What follows belongs to an exercise in optimizing a design on an open flow for small area; a production flow would make more cautious choices.
The RTL was checked by simulation tests, not by an equivalence proof against the original design.
Power is estimated from default activity; no workload was simulated.

[run.sh]
#!/bin/bash
# synth_recipe.tcl (not shown) runs the flow's synth.tcl, then flattens the netlist and writes it again
# the make line also repeats each setting of config.mk as NAME=value (left out here)
make -C /OpenROAD-flow-scripts/flow DESIGN_CONFIG=/design/flow/config.mk WORK_HOME=/design/flow/orfs CLKGATE_MAP_FILE= SYNTH_SCRIPT=/design/flow/synth_recipe.tcl finish
[constraint.sdc]
create_clock -name core_clock -period 10.0 [get_ports {clk}]
set_input_delay 2.0000 -clock core_clock [delete_from_list [all_inputs] [get_ports {clk}]]
set_output_delay 2.0000 -clock core_clock [all_outputs]
set_load 0.01 [all_outputs]
[config.mk]
export PLATFORM = sky130hd
export DESIGN_NAME = digital_clock
export DESIGN_NICKNAME = digital_clock
export VERILOG_FILES = /design/flow/design.v
export SDC_FILE = /design/flow/constraint.sdc
export NUM_CORES = 4
export LEC_CHECK = 0
export CAP_MARGIN = 20
export CORE_MARGIN = 2
export CORE_UTILIZATION = 40
export SLEW_MARGIN = 20
[design.v]
`timescale 1ns / 1ps
module digital_clock(
    input clk,
    input reset,
    input direction,
    input shift_enable,
    input min_test_enable,
    input hr_test_enable,
    output [7:0] dig,
    output [7:0] ssd
    );
    reg [3:0] div_s;
    wire tick_s = div_s[3] & ~div_s[1] & ~div_s[0];
    reg [2:0] div_r;
    wire tick_r = div_r[2];
    reg [4:0] div_sec;
    reg clk_sec;
    wire sec_bit = min_test_enable ? div_sec[2] : hr_test_enable ? div_sec[0] : div_sec[4];
    wire sec_wrap = min_test_enable ? (div_sec[4] | div_sec[3] | (div_sec[2] & div_sec[1])) :
                    hr_test_enable ? (|div_sec) : (div_sec[4] & div_sec[3]);
    wire tick_sec = sec_bit & ~clk_sec;
    always @(posedge clk) begin
        if (reset) begin
            div_s <= 4'd0;
            div_r <= 3'd0;
            div_sec <= 5'd0;
            clk_sec <= 1'b0;
        end
        else begin
            div_s <= (div_s[3] & div_s[1]) ? 4'd0 : div_s + 4'd1;
            div_r <= div_r[2] ? 3'd0 : div_r + 3'd1;
            div_sec <= sec_wrap ? 5'd0 : div_sec + 5'd1;
            clk_sec <= sec_bit;
        end
    end
    reg [3:0] s0, m0, h0, d0, mo;
    reg [2:0] s1, m1;
    reg [1:0] h1, d1;
    wire s0_9 = s0[3] & s0[0];
    wire s1_5 = s1[2] & s1[0];
    wire m0_9 = m0[3] & m0[0];
    wire m1_5 = m1[2] & m1[0];
    wire h0_9 = h0[3] & h0[0];
    wire h_23 = h1[1] & h0[1] & h0[0];
    wire d0_9 = d0[3] & d0[0];
    wire d_30 = d1[1] & d1[0];
    wire c_s0 = tick_sec & s0_9;
    wire c_s1 = c_s0 & s1_5;
    wire c_m0 = c_s1 & m0_9;
    wire c_m1 = c_m0 & m1_5;
    wire c_h  = c_m1 & (h_23 | h0_9);
    always @(posedge clk) begin
        if (reset) begin
            s0 <= 4'd0; s1 <= 3'd0;
            m0 <= 4'd0; m1 <= 3'd0;
            h0 <= 4'd0; h1 <= 2'd0;
            d0 <= 4'd5; d1 <= 2'd2;
            mo <= 4'd4;
        end
        else begin
            if (tick_sec) s0 <= s0_9 ? 4'd0 : s0 + 4'd1;
            if (c_s0) s1 <= s1_5 ? 3'd0 : s1 + 3'd1;
            if (c_s1) m0 <= m0_9 ? 4'd0 : m0 + 4'd1;
            if (c_m0) m1 <= m1_5 ? 3'd0 : m1 + 3'd1;
            if (c_m1) h0 <= (h0_9 | h_23) ? 4'd0 : h0 + 4'd1;
            if (c_h)  h1 <= h_23 ? 2'd0 : h1 + 2'd1;
            if (c_m1 & h_23) begin
                if (d_30) begin
                    d1 <= 2'd0;
                    d0 <= 4'd0;
                    mo <= mo + 4'd1;
                end
                else if (d0_9) begin
                    d1 <= d1 + 2'd1;
                    d0 <= 4'd0;
                end
                else begin
                    d0 <= d0 + 4'd1;
                end
            end
        end
    end
    reg [4:0] off;
    reg [2:0] pos;
    always @(posedge clk) begin
        if (reset) begin
            off <= 5'd0;
            pos <= 3'd0;
        end
        else begin
            if (tick_s & shift_enable) begin
                if (direction)
                    off <= (off == 5'd19) ? 5'd0 : off + 5'd1;
                else
                    off <= (off == 5'd0) ? 5'd19 : off - 5'd1;
            end
            if (tick_r) pos <= pos + 3'd1;
        end
    end
    wire [4:0] idx = off + {2'b00, pos};
    reg [3:0] code;
    always @(*) begin
        case (idx)
            5'd0, 5'd20: code = 4'd2;
            5'd1, 5'd21: code = 4'd0;
            5'd2, 5'd22: code = 4'd2;
            5'd3, 5'd23: code = 4'd4;
            5'd4, 5'd24: code = 4'd10;
            5'd5, 5'd25: code = 4'd0;
            5'd6, 5'd26: code = mo;
            5'd7:  code = 4'd10;
            5'd8:  code = {2'b00, d1};
            5'd9:  code = d0;
            5'd10: code = 4'd10;
            5'd11: code = {2'b00, h1};
            5'd12: code = h0;
            5'd13: code = 4'd10;
            5'd14: code = {1'b0, m1};
            5'd15: code = m0;
            5'd16: code = 4'd10;
            5'd17: code = {1'b0, s1};
            5'd18: code = s0;
            default: code = 4'd11;
        endcase
    end
    reg [7:0] seg;
    always @(*) begin
        case (code)
            4'd0: seg = 8'b0000001_1;
            4'd1: seg = 8'b1001111_1;
            4'd2: seg = 8'b0010010_1;
            4'd3: seg = 8'b0000110_1;
            4'd4: seg = 8'b1001100_1;
            4'd5: seg = 8'b0100100_1;
            4'd6: seg = 8'b0100000_1;
            4'd7: seg = 8'b0001111_1;
            4'd8: seg = 8'b0000000_1;
            4'd9: seg = 8'b0000100_1;
            4'd10: seg = 8'b1111110_1;
            default: seg = 8'b1111111_1;
        endcase
    end
    assign ssd = seg;
    assign dig = ~(8'b1000_0000 >> pos);
endmodule
==> results of run 1 <==
-- cells by family after synthesis --
family          synth area share, %
xor+xnor                       5.36
compound gates                 22.9
simple gates                   23.7
fa+ha+maj                      10.1
buf+inv                        4.81
other cells                   0.110
flops                          30.0
mux                            3.01
-- sequential cells by signal (all words and copies together) (netlist names) --
name	cells
div_sec	5
off	5
d0	4
div_s	4
h0	4
m0	4
mo	4
s0	4
div_r	3
m1	3
pos	3
s1	3
d1	2
h1	2
clk_sec	1
-- how the worst max path moves through the flow --
stage / from / to / slack [ns] / depth (start not counted)
after CTS: pos[0] / ssd[7] / 3.85 / 9
after global routing: off[0] / ssd[7] / 3.49 / 9
after global placement: off[0] / ssd[6] / 4.27 / 10
after detailed placement: pos[0] / ssd[7] / 4.22 / 9
final: off[0] / ssd[7] / 3.83 / 9
after floorplan: pos[0] / ssd[6] / 5.24 / 12
-- final cells by class --
type                       count  area share [%]
timing repair buffer          21            5.57
clock inverter                 3           0.671
clock buffer                   5            1.84
tap                          105            3.52
sequential                    51            27.4
inverter                      15            1.51
multi-input combinational    320            59.5
-- cells in the mapped netlist (3+ instances only) --
cell	n	share of area, %
o21ai_0	16	2.4
buf_6	3	0.99
nand2b_1	7	1.3
mux2i_1	8	2.4
nand4_1	3	0.55
nor3_1	17	2.5
nor2_1	32	3.5
nand3_1	21	3.1
nor3b_1	5	1.1
a21oi_1	27	4.0
or3_1	5	0.92
a22oi_1	3	0.66
buf_4	3	0.66
a21o_1	6	1.3
nand3b_1	5	1.1
inv_1	13	1.4
o22ai_1	3	0.55
o211ai_1	4	0.88
xor2_1	7	1.8
clkbuf_1	10	1.1
nor2b_1	6	1.1
a31oi_1	6	1.1
dfxtp_1	51	30
xnor2_1	12	3.1
nand2_1	40	4.4
ha_1	26	9.6
and2_1	3	0.55
nand4b_1	4	1.0
o211a_1	3	0.88
-- worst register-to-register path, stage by stage, from the launching register on --
cell,delay [ns]
dfxtp_1,0.43
mux2i_1,0.12
a2111o_1,0.53
or2_4,0.33
nor2_4,0.20
nand2_1,0.15
or3_1,0.36
a21oi_1,0.14
-- layer usage --
layer,vias up,routed length (um)
met3,12,232
li1,1478,-
met4,0,145
met2,49,3290
met1,1318,3540
met5,-,0
-- power by group --
group	internal, mW	switching, mW	total, mW
Clock	0.0512	0.0777	0.129
Combinational	0.0169	0.0186	0.0355
Sequential	0.207	0.00450	0.212
-- placed cells by master (no fill, tap or decap), drive strengths merged, types with 4 or more instances in the layout --
cell           instances
a211oi                 4
clkbuf                 5
xor2                   7
a2111oi                4
or3                    5
clkdlybuf4s50         20
nor3                  17
o211ai                 4
nand4b                 4
nor2b                  6
nor2                  33
a21oi                 29
inv                   17
ha                    26
dfxtp                 51
a31oi                  6
o21ai                 16
xnor2                 13
nand2b                 7
mux2i                  8
nand2                 40
nor3b                  5
a22oi                  4
nand3                 22
a21o                   7
nand3b                 5
-- metrics by stage --
stage	util, %	hold slack (ns)	instance area, um2	instances	setup WS (ns)
floorplan	-	0.404	3410	405	5.24
global placement	44.3	0.416	3640	512	4.27
CTS	45.4	0.438	3730	520	3.85
global route	45.4	0.469	3730	520	3.49
detailed placement	44.3	0.418	3640	512	4.22
finish	45.4	0.436	3730	520	3.83
==> impl_metrics.env, run 1 <==
export IMPL_yosysSeqAreaShare_pct=30.0
export IMPL_cts_tree="done"
export IMPL_max_freq_mhz=162
export IMPL_ioPinCount=22
export IMPL_hold_path_class="reg2reg"
export IMPL_design_core_area_mm2=0.00822
export IMPL_rsz0062_at_grt="no"
export IMPL_die_h_um=96.3
export IMPL_cts_sinks=51
export IMPL_diodes=0
export IMPL_io_buffer_count=20
export IMPL_numCtsBuffers=5
export IMPL_grt_util_met2_pct=27.3
export IMPL_cts_hold_buf=0
export IMPL_vias=2857
export IMPL_fin_tns_setup_ns=0
export IMPL_routed_wl_um=7210
export IMPL_worst_setup_path_end_kind="output pin"
export IMPL_slowest_stage="xor2_1"
export IMPL_path_cells="ha_1, fa_1, xor2_1, nor4_2, or2_2, a2111oi_4, nand4b_1, nand3_1, clkdlybuf4s50_1"
export IMPL_drive_above_1_share_pct=7.71
export IMPL_synth_edf_count=0
export IMPL_synth_seq_cells=51
export IMPL_path_max_fanout=12
export IMPL_remaining_drc_errors=0
export IMPL_post_cts_buffers=0
export IMPL_grt_use_met3_pct=2.66
export IMPL_hold_viol=0
export IMPL_clockBufferDepth=2
export IMPL_cp_arrival_ns=4.17
export IMPL_nNetsFinal=447
export IMPL_ys_types=74
export IMPL_outcome="timing/DRC/antenna clean"
export IMPL_powerDensity_mw_per_mm2=101
export IMPL_start_util_pct=41.4
export IMPL_cp_required_ns=8.00
export IMPL_min_from="div_r[0]"
export IMPL_min_path_cells=1
export IMPL_drtIter0Drc=201
export IMPL_worst_pin_slew_ns=0.948
export IMPL_fill_cells=818
export IMPL_worstReg2RegEnd="mo[3]"
export IMPL_wl_per_cell_um=13.9
export IMPL_min_period_over_period_pct=61.7
export IMPL_grt_pass1_vias=2596
export IMPL_timing_slew_headroom_pct=36.6
export IMPL_fin_crit_ns=6.17
export IMPL_reg2reg_from="div_sec[4]"
export IMPL_track_usage_pct=16.6
export IMPL_ant_nets=0
export IMPL_grt_busiest_layer="met2"
export IMPL_synth_warnings=1
export IMPL_cts_root_buf="clkbuf_8"
export IMPL_setup_viol=0
export IMPL_cp_buffers_inverters=1
export IMPL_synth_cells=405
export IMPL_cpPeakStageDelay_ns=0.78
export IMPL_start_kind="flip-flop"
export IMPL_syn_avg_cell_area_um2=8.41
export IMPL_grt_pass1_wl_um=12300
export IMPL_hpwlAfterDp_um=5280
export IMPL_ir_drop_mv=0.0561
export IMPL_multi_input_area_mm2=0.00222
export IMPL_via_per_inst=5.49
export IMPL_drtPass1Iterations=4
export IMPL_synth_ff_type="dfxtp_1"
export IMPL_rr_worst_depth=7
export IMPL_cts_resized=0
export IMPL_clk_pin_slew_worst_paths_ns=0.11
export IMPL_antenna_found_initial=0
export IMPL_hold_end="div_r[0]"
export IMPL_drv_slew=0
export IMPL_path_delay_family="simple AND/OR/NAND/NOR gates"
export IMPL_seqCellArea_mm2=0.00102
export IMPL_htreeDepth=2
export IMPL_fp_dieW_um=96.3
export IMPL_clock_skew_ns=0.0133
export IMPL_use_met1_pct=22.3
export IMPL_grt_max_degree=50
export IMPL_power_leakage_nw=1.35
export IMPL_cap_violations=0
export IMPL_syn_area_mm2=0.00341
export IMPL_area_growth_pct=9.55
export IMPL_die_area_mm2=0.00927
export IMPL_rows=33
export IMPL_synthesis_nets=438
export IMPL_gp_congestion=0.876
export IMPL_r2r_slack_ns=7.69
export IMPL_grt_overflow=0
export IMPL_clk_latency_ns=0.32
export IMPL_p_total_mw=0.376
export IMPL_synthArstFlopShare_pct=0
export IMPL_critical_path_class="reg2out"
==> run 2: changes to the inputs <==
==> flow/run.sh (new file) <==
#!/bin/bash
# Own layout flow: the standard ORFS flow, with
#  - synthesis mapped by an area-oriented ABC script (flow/synth.tcl, flow/area.abc); the
#    registers come from the same dfflibmap step as the standard synthesis,
#  - the smallest buffer for the port buffers,
#  - clock tree synthesis without dummy loads.
set -euo pipefail
W=$(pwd)
export MY_ABC_SCRIPT=$W/flow/area.abc
bash standard.sh \
  SYNTH_SCRIPT=$W/flow/synth.tcl \
  BUFFER_PORTS_ARGS="-buffer_cell sky130_fd_sc_hd__buf_1" \
  CTS_ARGS="-sink_clustering_enable -repair_clock_nets -dont_use_dummy_load -buf_list \"sky130_fd_sc_hd__clkbuf_4 sky130_fd_sc_hd__clkbuf_8\"" \
  finish > $W/flow_make.log 2>&1
==> flow/area.abc (new file) <==
strash
&get -n
&deepsyn -I 5 -T 20
&put
dch -f
amap
topo
==> flow/synth.tcl (new file) <==
proc synth {args} { yosys synth -nofsm -noshare {*}$args }
proc extract_fa {args} { }
proc abc {args} {
  set out {}
  set skip 0
  foreach a $args {
    if {$skip} { set skip 0; continue }
    if {$a eq "-script" || $a eq "-D" || $a eq "-constr"} { set skip 1; continue }
    lappend out $a
  }
  yosys abc -script $::env(MY_ABC_SCRIPT) {*}$out
}
source $::env(SCRIPTS_DIR)/synth.tcl
# left out here: clear keep_hierarchy, flatten, clean up, hide names made inside functions, write 1_2_yosys.v
==> standard.sh (new file) <==
#!/bin/bash
# synth_recipe.tcl (not shown) runs the flow's synth.tcl, then flattens the netlist and writes it again
# the make line also repeats each setting of config.mk as NAME=value (left out here)
make -C /OpenROAD-flow-scripts/flow DESIGN_CONFIG=/design/flow/config.mk WORK_HOME=/design/flow/orfs CLKGATE_MAP_FILE= SYNTH_SCRIPT=/design/flow/synth_recipe.tcl "${@:-finish}"
removed: run.sh
==> run 2 against run 1 <==
Effect of this change:
- the flow now stops in 4_1_cts
- synthesized cell count fell by 17%
- synthesized area fell by 29%
==> impl_metrics.env, run 2 <==
export IMPL_ioPinCount=22
export IMPL_synthesis_nets=341
export IMPL_syn_avg_cell_area_um2=7.21
export IMPL_hpwlAfterDp_um=4230
export IMPL_place_area_mm2=0.00258
export IMPL_synth_edf_count=0
export IMPL_synth_top_area_share_pct=42.3
export IMPL_synth_seq_cells=51
export IMPL_placed_cells=430
export IMPL_gp_congestion=0.871
export IMPL_io_buffer_count=20
export IMPL_outcome="did not finish"
export IMPL_yosysSeqAreaShare_pct=42.3
export IMPL_ys_types=34
export IMPL_die_h_um=81.7
export IMPL_syn_area_mm2=0.00241
export IMPL_rows=28
export IMPL_synth_warnings=1
export IMPL_start_util_pct=41.0
export IMPL_yosys_area_top_type="dfxtp_1"
export IMPL_haltStage="4_1_cts"
export IMPL_synth_ff_type="dfxtp_1"
export IMPL_synth_cells=335
export IMPL_ys_top_cells_by_area="dfxtp_1, nor2_1, clkinv_1, o21ai_0, nor3_1"
export IMPL_ys_top_cells_by_count="nor2_1, dfxtp_1, clkinv_1"
export IMPL_synthArstFlopShare_pct=0
export IMPL_yosysMostFrequentCell="nor2_1"
export IMPL_error="[ERROR STA-0564] clock_tree_synthesis positional arguments not supported."
export IMPL_fp_dieW_um=81.7
## run 2: how the worst max path moves through the flow
stage                start  endpoint  cells past startpoint
floorplan           pos[1]    ssd[4]                     21
global placement    pos[1]    ssd[4]                     22
detailed placement  pos[1]    ssd[4]                     22
## run 2: cell families after synthesis
family	Yosys count	share of synthesized area (%)
flip-flops	51	42.3
AND/OR/NAND/NOR	147	26.1
buffers and inverters	48	7.62
other	1	0.155
AO/OA/AOI/OAI	88	23.8
## run 2: power by group through the flow
stage | Clock, mW | Combinational, mW | Sequential, mW
detailed placement | 0 | 0.0743 | 0.229
global placement | 0 | 0.0733 | 0.229
floorplan | 0 | 0.0557 | 0.227
## run 2: metrics by stage
stage	setup slack (ns)	util [%]
after floorplan	3.95	-
after global placement	3.59	43.9
after detailed placement	3.38	43.9
==> run 3: changes to the inputs <==
--- a/flow/run.sh
+++ b/flow/run.sh
@@ -10,5 +10,5 @@
 bash standard.sh \
   SYNTH_SCRIPT=$W/flow/synth.tcl \
   BUFFER_PORTS_ARGS="-buffer_cell sky130_fd_sc_hd__buf_1" \
-  CTS_ARGS="-sink_clustering_enable -repair_clock_nets -dont_use_dummy_load -buf_list \"sky130_fd_sc_hd__clkbuf_4 sky130_fd_sc_hd__clkbuf_8\"" \
+  CTS_ARGS="-sink_clustering_enable -repair_clock_nets -dont_use_dummy_load -sink_clustering_size 30 -sink_clustering_max_diameter 300 -buf_list {sky130_fd_sc_hd__clkbuf_4 sky130_fd_sc_hd__clkbuf_8 sky130_fd_sc_hd__clkbuf_16}" \
   finish > $W/flow_make.log 2>&1
==> run 3 against run 2 <==
Effect of this change:
- now clean on timing, DRC and antenna
- synthesized cell count unchanged
- synthesized area unchanged
==> impl_metrics.env, run 3 <==
export IMPL_fin_crit_ns=7.05
export IMPL_power_frac_seq_pct=55.5
export IMPL_drv_slew=0
export IMPL_start_util_pct=41.0
export IMPL_drtPass1Iterations=6
export IMPL_hpwlAfterDp_um=4230
export IMPL_rows=28
export IMPL_slowest_stage="a2111oi_0"
export IMPL_syn_avg_cell_area_um2=7.21
export IMPL_intPower_mw=0.287
export IMPL_worst_setup_path_end_kind="output pin"
export IMPL_clk_latency_ns=0.30
export IMPL_diodes=0
export IMPL_post_cts_buffers=0
export IMPL_drtIter0Drc=156
export IMPL_synthesis_nets=341
export IMPL_ant_nets=0
export IMPL_worst_pin_slew_ns=0.932
export IMPL_hold_viol=0
export IMPL_multi_input_area_mm2=0.00121
export IMPL_ys_types=34
export IMPL_synth_seq_cells=51
export IMPL_cap_violations=0
export IMPL_cts_hold_buf=0
export IMPL_area_growth_pct=9.84
export IMPL_clock_skew_ns=0.0120
export IMPL_path_delay_family="compound AO/OA/AOI/OAI gates"
export IMPL_yosysMostFrequentCell="nor2_1"
export IMPL_cts_tree="done"
export IMPL_fill_cells=622
export IMPL_comb_power_share_pct=18.3
export IMPL_cp_arrival_ns=5.05
export IMPL_start_kind="flip-flop"
export IMPL_yosys_area_top_type="dfxtp_1"
export IMPL_ir_drop_mv=0.0679
export IMPL_routed_wl_um=5370
export IMPL_utilization_pct=45.1
export IMPL_place_area_mm2=0.00258
export IMPL_track_usage_pct=17.8
export IMPL_io_buffer_count=20
export IMPL_layout_common_cells="nor2_1, dfxtp_1, clkinv_1"
export IMPL_vias=2303
export IMPL_setup_viol=0
export IMPL_switchingPower_mw=0.117
export IMPL_final_common_cell="nor2_1"
export IMPL_antenna_found_initial=0
export IMPL_drive_above_1_share_pct=1.67
export IMPL_synth_ff_type="dfxtp_1"
export IMPL_grt_max_degree=23
export IMPL_synth_top_area_share_pct=42.3
export IMPL_max_freq_mhz=142
export IMPL_numCtsBuffers=5
export IMPL_grt_pass1_wl_um=9190
export IMPL_path_max_fanout=9
export IMPL_worst_path_most_repeated_cell="nor2_1"
export IMPL_fp_dieW_um=81.7
export IMPL_cp_required_ns=8.00
export IMPL_critical_path_class="reg2out"
export IMPL_cts_root_buf="clkbuf_8"
export IMPL_seqCellArea_mm2=0.00102
export IMPL_synth_edf_count=0
export IMPL_cts_resized=0
export IMPL_hold_path_class="reg2reg"
export IMPL_clock_power_share_pct=26.2
export IMPL_cp_buffers_inverters=4
export IMPL_remaining_drc_errors=0
export IMPL_ys_top_cells_by_area="dfxtp_1, nor2_1, clkinv_1, o21ai_0, nor3_1"
export IMPL_cpPeakStageDelay_ns=0.74
export IMPL_yosysSeqAreaShare_pct=42.3
export IMPL_syn_area_mm2=0.00241
export IMPL_timing_slew_headroom_pct=36.3
export IMPL_synthArstFlopShare_pct=0
export IMPL_clk_pin_slew_worst_paths_ns=0.08
export IMPL_design_core_area_mm2=0.00589
export IMPL_rsz0062_at_grt="no"
export IMPL_design_area_mm2=0.00265
export IMPL_swShare_pct=29.0
export IMPL_min_period_over_period_pct=70.5
export IMPL_wl_per_cell_um=12.3
export IMPL_gp_congestion=0.871
export IMPL_top_regs="div_sec (5), off (5)"
export IMPL_grt_pass1_vias=2081
export IMPL_die_h_um=81.7
export IMPL_htreeDepth=2
export IMPL_clockBufferDepth=2
export IMPL_fin_tns_setup_ns=0
export IMPL_outcome="timing/DRC/antenna clean"
export IMPL_ys_top_cells_by_count="nor2_1, dfxtp_1, clkinv_1"
export IMPL_synth_warnings=1
export IMPL_nNetsFinal=368
export IMPL_path_cells="clkinv_1, o22ai_1, nor3_1, a21oi_1, o21ai_0, nor2b_1, nor2_1, nor2_1, o21ai_0, o21ai_0, nor2_1, clkinv_1, a32o_1, o21a_1, nor3_1, clkinv_1, a2111oi_0, nor2_1, a21oi_1, nor2_1, or2_0, buf_1"
export IMPL_via_per_inst=5.29
export IMPL_powerDensity_mw_per_mm2=152
export IMPL_power_leakage_nw=0.855
export IMPL_grt_overflow=0
export IMPL_ioPinCount=22
export IMPL_cts_sinks=51
export IMPL_die_area_mm2=0.00667
export IMPL_synth_cells=335
-- run 3: cell counts after synthesis --
Identical to the previous run, type by type.
-- run 3: path summary, 6_finish.rpt --
kind	endpoint	slack (ns)	depth (start not counted)	from
setup / recovery	ssd[4]	2.95	22	pos[1]
hold / removal	div_s[0]	0.44	1	div_s[0]
setup reg to reg	mo[3]	6.65	21	div_sec[4]
hold reg to reg	div_s[0]	0.44	1	div_s[0]
-- run 3: cell families after synthesis --
logic type             Yosys count  share of synthesized area, %
AO/OA/AOI/OAI                   88                          23.8
flip-flops                      51                          42.3
buffers and inverters           48                          7.62
AND/OR/NAND/NOR                147                          26.1
other                            1                         0.155
-- run 3: cell type report --
class | instances | area share (%)
clock buffer | 5 | 2.59
inverter | 47 | 6.65
multi-input combinational | 236 | 45.6
sequential | 51 | 38.5
tap | 75 | 3.54
timing repair buffer | 21 | 3.11
-- run 3: power by group through the flow --
stage | clock network (mW) | registers (mW) | logic, mW
global placement | 0 | 0.229 | 0.0733
floorplan | 0 | 0.227 | 0.0557
CTS | 0.110 | 0.224 | 0.0745
detailed placement | 0 | 0.229 | 0.0743
finish | 0.106 | 0.224 | 0.0742
global route | 0.117 | 0.226 | 0.0859
-- run 3: per-stage QoR --
stage	instances	power, mW	setup slack, ns	hold slack (ns)
after global routing	435	0.429	2.30	0.454
after floorplan	335	0.283	3.95	0.404
final	435	0.404	2.95	0.437
after CTS	435	0.409	3.03	0.439
after global placement	430	0.302	3.59	0.422
after detailed placement	430	0.303	3.38	0.425
-- run 3: per-layer routing --
metal | share of wire (%) | routed length [um] | track usage [%] | up-vias
met2 | 47 | 2510 | 29.4 | 31
met5 | 0 | 0 | 0 | -
met4 | 0.97 | 52 | 5.00 | 0
met1 | 49 | 2610 | 23.7 | 1040
met3 | 3.7 | 198 | 3.63 | 4
li1 | - | - | - | 1228
==> run 4: changes to the inputs <==
--- a/flow/run.sh
+++ b/flow/run.sh
@@ -10,5 +10,5 @@
 bash standard.sh \
   SYNTH_SCRIPT=$W/flow/synth.tcl \
   BUFFER_PORTS_ARGS="-buffer_cell sky130_fd_sc_hd__buf_1" \
-  CTS_ARGS="-sink_clustering_enable -repair_clock_nets -dont_use_dummy_load -sink_clustering_size 30 -sink_clustering_max_diameter 300 -buf_list {sky130_fd_sc_hd__clkbuf_4 sky130_fd_sc_hd__clkbuf_8 sky130_fd_sc_hd__clkbuf_16}" \
+  CTS_ARGS="-sink_clustering_enable -repair_clock_nets -dont_use_dummy_load -buf_list {sky130_fd_sc_hd__clkbuf_4 sky130_fd_sc_hd__clkbuf_8}" \
   finish > $W/flow_make.log 2>&1
==> run 4 against run 3 <==
Effect of this change:
- count of clock-buffer cells in the layout stayed put
- global-route usage stayed put
- clock skew stayed put
- final area stayed put
- first-iteration DRC count stayed put
- sequential cell count stayed put
- cell count stayed put
- total power stayed put
- sequential share of layout area stayed put
- register-to-register slack hardly changed
- critical endpoint unchanged
- largest cell class unchanged
==> impl_metrics.env, run 4 <==
export IMPL_outcome="timing/DRC/antenna clean"
export IMPL_ys_top_cells_by_count="nor2_1, dfxtp_1, clkinv_1"
export IMPL_ant_nets=0
export IMPL_io_buffer_count=20
export IMPL_numCtsBuffers=5
export IMPL_area_growth_pct=9.84
export IMPL_timing_slew_headroom_pct=36.3
export IMPL_diodes=0
export IMPL_synth_compound_area_share_pct=23.8
export IMPL_reg2reg_from="div_sec[4]"
export IMPL_min_from="div_s[0]"
export IMPL_top_regs="div_sec (5), off (5)"
export IMPL_power_leakage_nw=0.855
export IMPL_routed_wl_um=5370
export IMPL_r2r_slack_ns=6.65
export IMPL_clk_latency_ns=0.30
export IMPL_ioPinCount=22
export IMPL_worst_slack_ns=2.95
export IMPL_track_usage_pct=17.8
export IMPL_fill_cells=622
export IMPL_cts_resized=0
export IMPL_worst_setup_path_end_kind="output pin"
export IMPL_yosys_area_top_type="dfxtp_1"
export IMPL_setup_viol=0
export IMPL_yosys_area_share_simple_pct=26.1
export IMPL_design_area_mm2=0.00265
export IMPL_yosysMostFrequentCell="nor2_1"
export IMPL_die_area_mm2=0.00667
export IMPL_antenna_found_initial=0
export IMPL_cts_hold_buf=0
export IMPL_rr_worst_depth=21
export IMPL_die_h_um=81.7
export IMPL_htreeDepth=2
export IMPL_hpwlAfterDp_um=4230
export IMPL_post_cts_buffers=0
export IMPL_min_path_cells=1
export IMPL_synth_seq_cells=51
export IMPL_drtPass1Iterations=6
export IMPL_synthMuxAreaShare_pct=0
export IMPL_place_ws_ns=3.38
export IMPL_synth_top_area_share_pct=42.3
export IMPL_ys_types=34
export IMPL_final_common_cell="nor2_1"
export IMPL_critical_path_class="reg2out"
export IMPL_grt_max_degree=23
export IMPL_max_freq_mhz=142
export IMPL_powerDensity_mw_per_mm2=152
export IMPL_ys_top_cells_by_area="dfxtp_1, nor2_1, clkinv_1, o21ai_0, nor3_1"
export IMPL_nNetsFinal=368
export IMPL_worst_pin_slew_ns=0.932
export IMPL_clk_pin_slew_worst_paths_ns=0.08
export IMPL_synth_warnings=1
export IMPL_grt_pass1_wl_um=9190
export IMPL_layout_common_cells="nor2_1, dfxtp_1, clkinv_1"
export IMPL_synth_ff_type="dfxtp_1"
export IMPL_grt_overflow=0
export IMPL_synth_edf_count=0
export IMPL_utilization_pct=45.1
export IMPL_rows=28
export IMPL_cp_arrival_ns=5.05
export IMPL_synth_cells=335
export IMPL_cap_violations=0
export IMPL_synthArstFlopShare_pct=0
export IMPL_remaining_drc_errors=0
export IMPL_synth_adder_area_share_pct=0
export IMPL_worstReg2RegEnd="mo[3]"
export IMPL_clockBufferDepth=2
export IMPL_vias=2303
export IMPL_synth_xor_area_share_pct=0
export IMPL_cts_tree="done"
export IMPL_hold_end="div_s[0]"
export IMPL_via_per_inst=5.29
export IMPL_grt_pass1_vias=2081
export IMPL_synthesis_nets=341
export IMPL_path_max_fanout=9
export IMPL_start_util_pct=41.0
export IMPL_drive_above_1_share_pct=1.67
export IMPL_clock_skew_ns=0.0120
export IMPL_cp_required_ns=8.00
export IMPL_wl_per_cell_um=12.3
export IMPL_fin_crit_ns=7.05
export IMPL_hold_path_class="reg2reg"
export IMPL_place_area_mm2=0.00258
export IMPL_ir_drop_mv=0.0679
export IMPL_design_core_area_mm2=0.00589
export IMPL_min_period_over_period_pct=70.5
export IMPL_synth_top_family_by_area="simple AND/OR/NAND/NOR gates"
export IMPL_syn_avg_cell_area_um2=7.21
export IMPL_gp_congestion=0.871
export IMPL_cts_root_buf="clkbuf_8"
export IMPL_fin_tns_setup_ns=0
export IMPL_drv_slew=0
export IMPL_fp_dieW_um=81.7
export IMPL_yosysSeqAreaShare_pct=42.3
export IMPL_rsz0062_at_grt="no"
export IMPL_drtIter0Drc=156
export IMPL_syn_area_mm2=0.00241
export IMPL_hold_viol=0
export IMPL_start_kind="flip-flop"
export IMPL_cts_sinks=51
## run 4: cell counts in the layout (fill, tap and decap cells not counted)
No cell type changed its count.
## run 4: through the flow
| step | total power, mW | hold WS, ns | instances |
|---|---|---|---|
| finish | 0.404 | 0.437 | 435 |
| global route | 0.429 | 0.454 | 435 |
| CTS | 0.409 | 0.439 | 435 |
| detailed placement | 0.303 | 0.425 | 430 |
| global placement | 0.302 | 0.422 | 430 |
| floorplan | 0.283 | 0.404 | 335 |
## run 4: layer usage
| layer | GRT usage, % | vias up | wire (um) |
|---|---|---|---|
| met1 | 23.7 | 1040 | 2610 |
| met4 | 5.00 | 0 | 52 |
| met2 | 29.4 | 31 | 2510 |
| met3 | 3.63 | 4 | 198 |
| met5 | 0 | - | 0 |
| li1 | - | 1228 | - |
## run 4: final cells by class
| type | instances | area [um2] | share of cell area, % |
|---|---|---|---|
| tap | 75 | 93.8 | 3.54 |
| clock buffer | 5 | 68.8 | 2.59 |
| multi-input combinational | 236 | 1210 | 45.6 |
| inverter | 47 | 176 | 6.65 |
| sequential | 51 | 1020 | 38.5 |
| timing repair buffer | 21 | 82.6 | 3.11 |
## run 4: worst max-delay path by stage
stage / slack (ns) / startpoint / endpoint
floorplan: 3.95 / pos[1] / ssd[4]
global placement: 3.59 / pos[1] / ssd[4]
detailed placement: 3.38 / pos[1] / ssd[4]
CTS: 3.03 / pos[1] / ssd[4]
global route: 2.30 / pos[1] / ssd[4]
finish: 2.95 / pos[1] / ssd[4]
## run 4: power by group
group / internal, mW / switching, mW / leakage, nW
registers: 0.216 / 0.00852 / 0.414
logic: 0.0261 / 0.0481 / 0.405
clock network: 0.0452 / 0.0606 / 0.0359
## run 4: worst max-delay path: stages, from the launching register on
cell and delay [ns]:
dfxtp_1 0.47, clkinv_1 0.20, o22ai_1 0.37, nor3_1 0.11, a21oi_1 0.20, o21ai_0 0.13, nor2b_1 0.16, nor2_1 0.12
nor2_1 0.07, o21ai_0 0.07, o21ai_0 0.13, nor2_1 0.20, clkinv_1 0.14, a32o_1 0.29, o21a_1 0.10, nor3_1 0.43
clkinv_1 0.13, a2111oi_0 0.74, nor2_1 0.14, a21oi_1 0.20, nor2_1 0.07, or2_0 0.19, buf_1 0.12
## run 4: logic make-up (layout without fill, tap and decap cells)
kind of cell,after synthesis,count (layout)
AOI/OAI and AO/OA,88,88
buffers and inverters,48,73
DFF,51,51
other,1,1
and+or+nand+nor,147,147

[separate check: timing with driven ports]
How much do the figures lean on ideal ports? The routed layouts below were timed once more, with nothing changed but the port constraints.
Step 1 sets driving cells, clkbuf_16 on the clock port and buf_2 on the other inputs (assumed; they add their load-dependent delay and slew).
Step 2 also shifts input and output timing later by t, the mid clock arrival at the registers, as if the neighbouring blocks saw the same clock.
Three values: no drivers, after step 1, after step 2; two values: the first two.
run	t (ns)	slack for setup (ns)	clock arrival spread, ns	cell pins on the clock port's net
run 1	0.341	3.829 / 3.799 / 4.140	0.014 / 0.014	1
run 3	0.321	2.947 / 2.919 / 3.240	0.012 / 0.012	1
run 4	0.321	2.947 / 2.919 / 3.240	0.012 / 0.012	1
After both steps setup and hold are still met in every run listed.
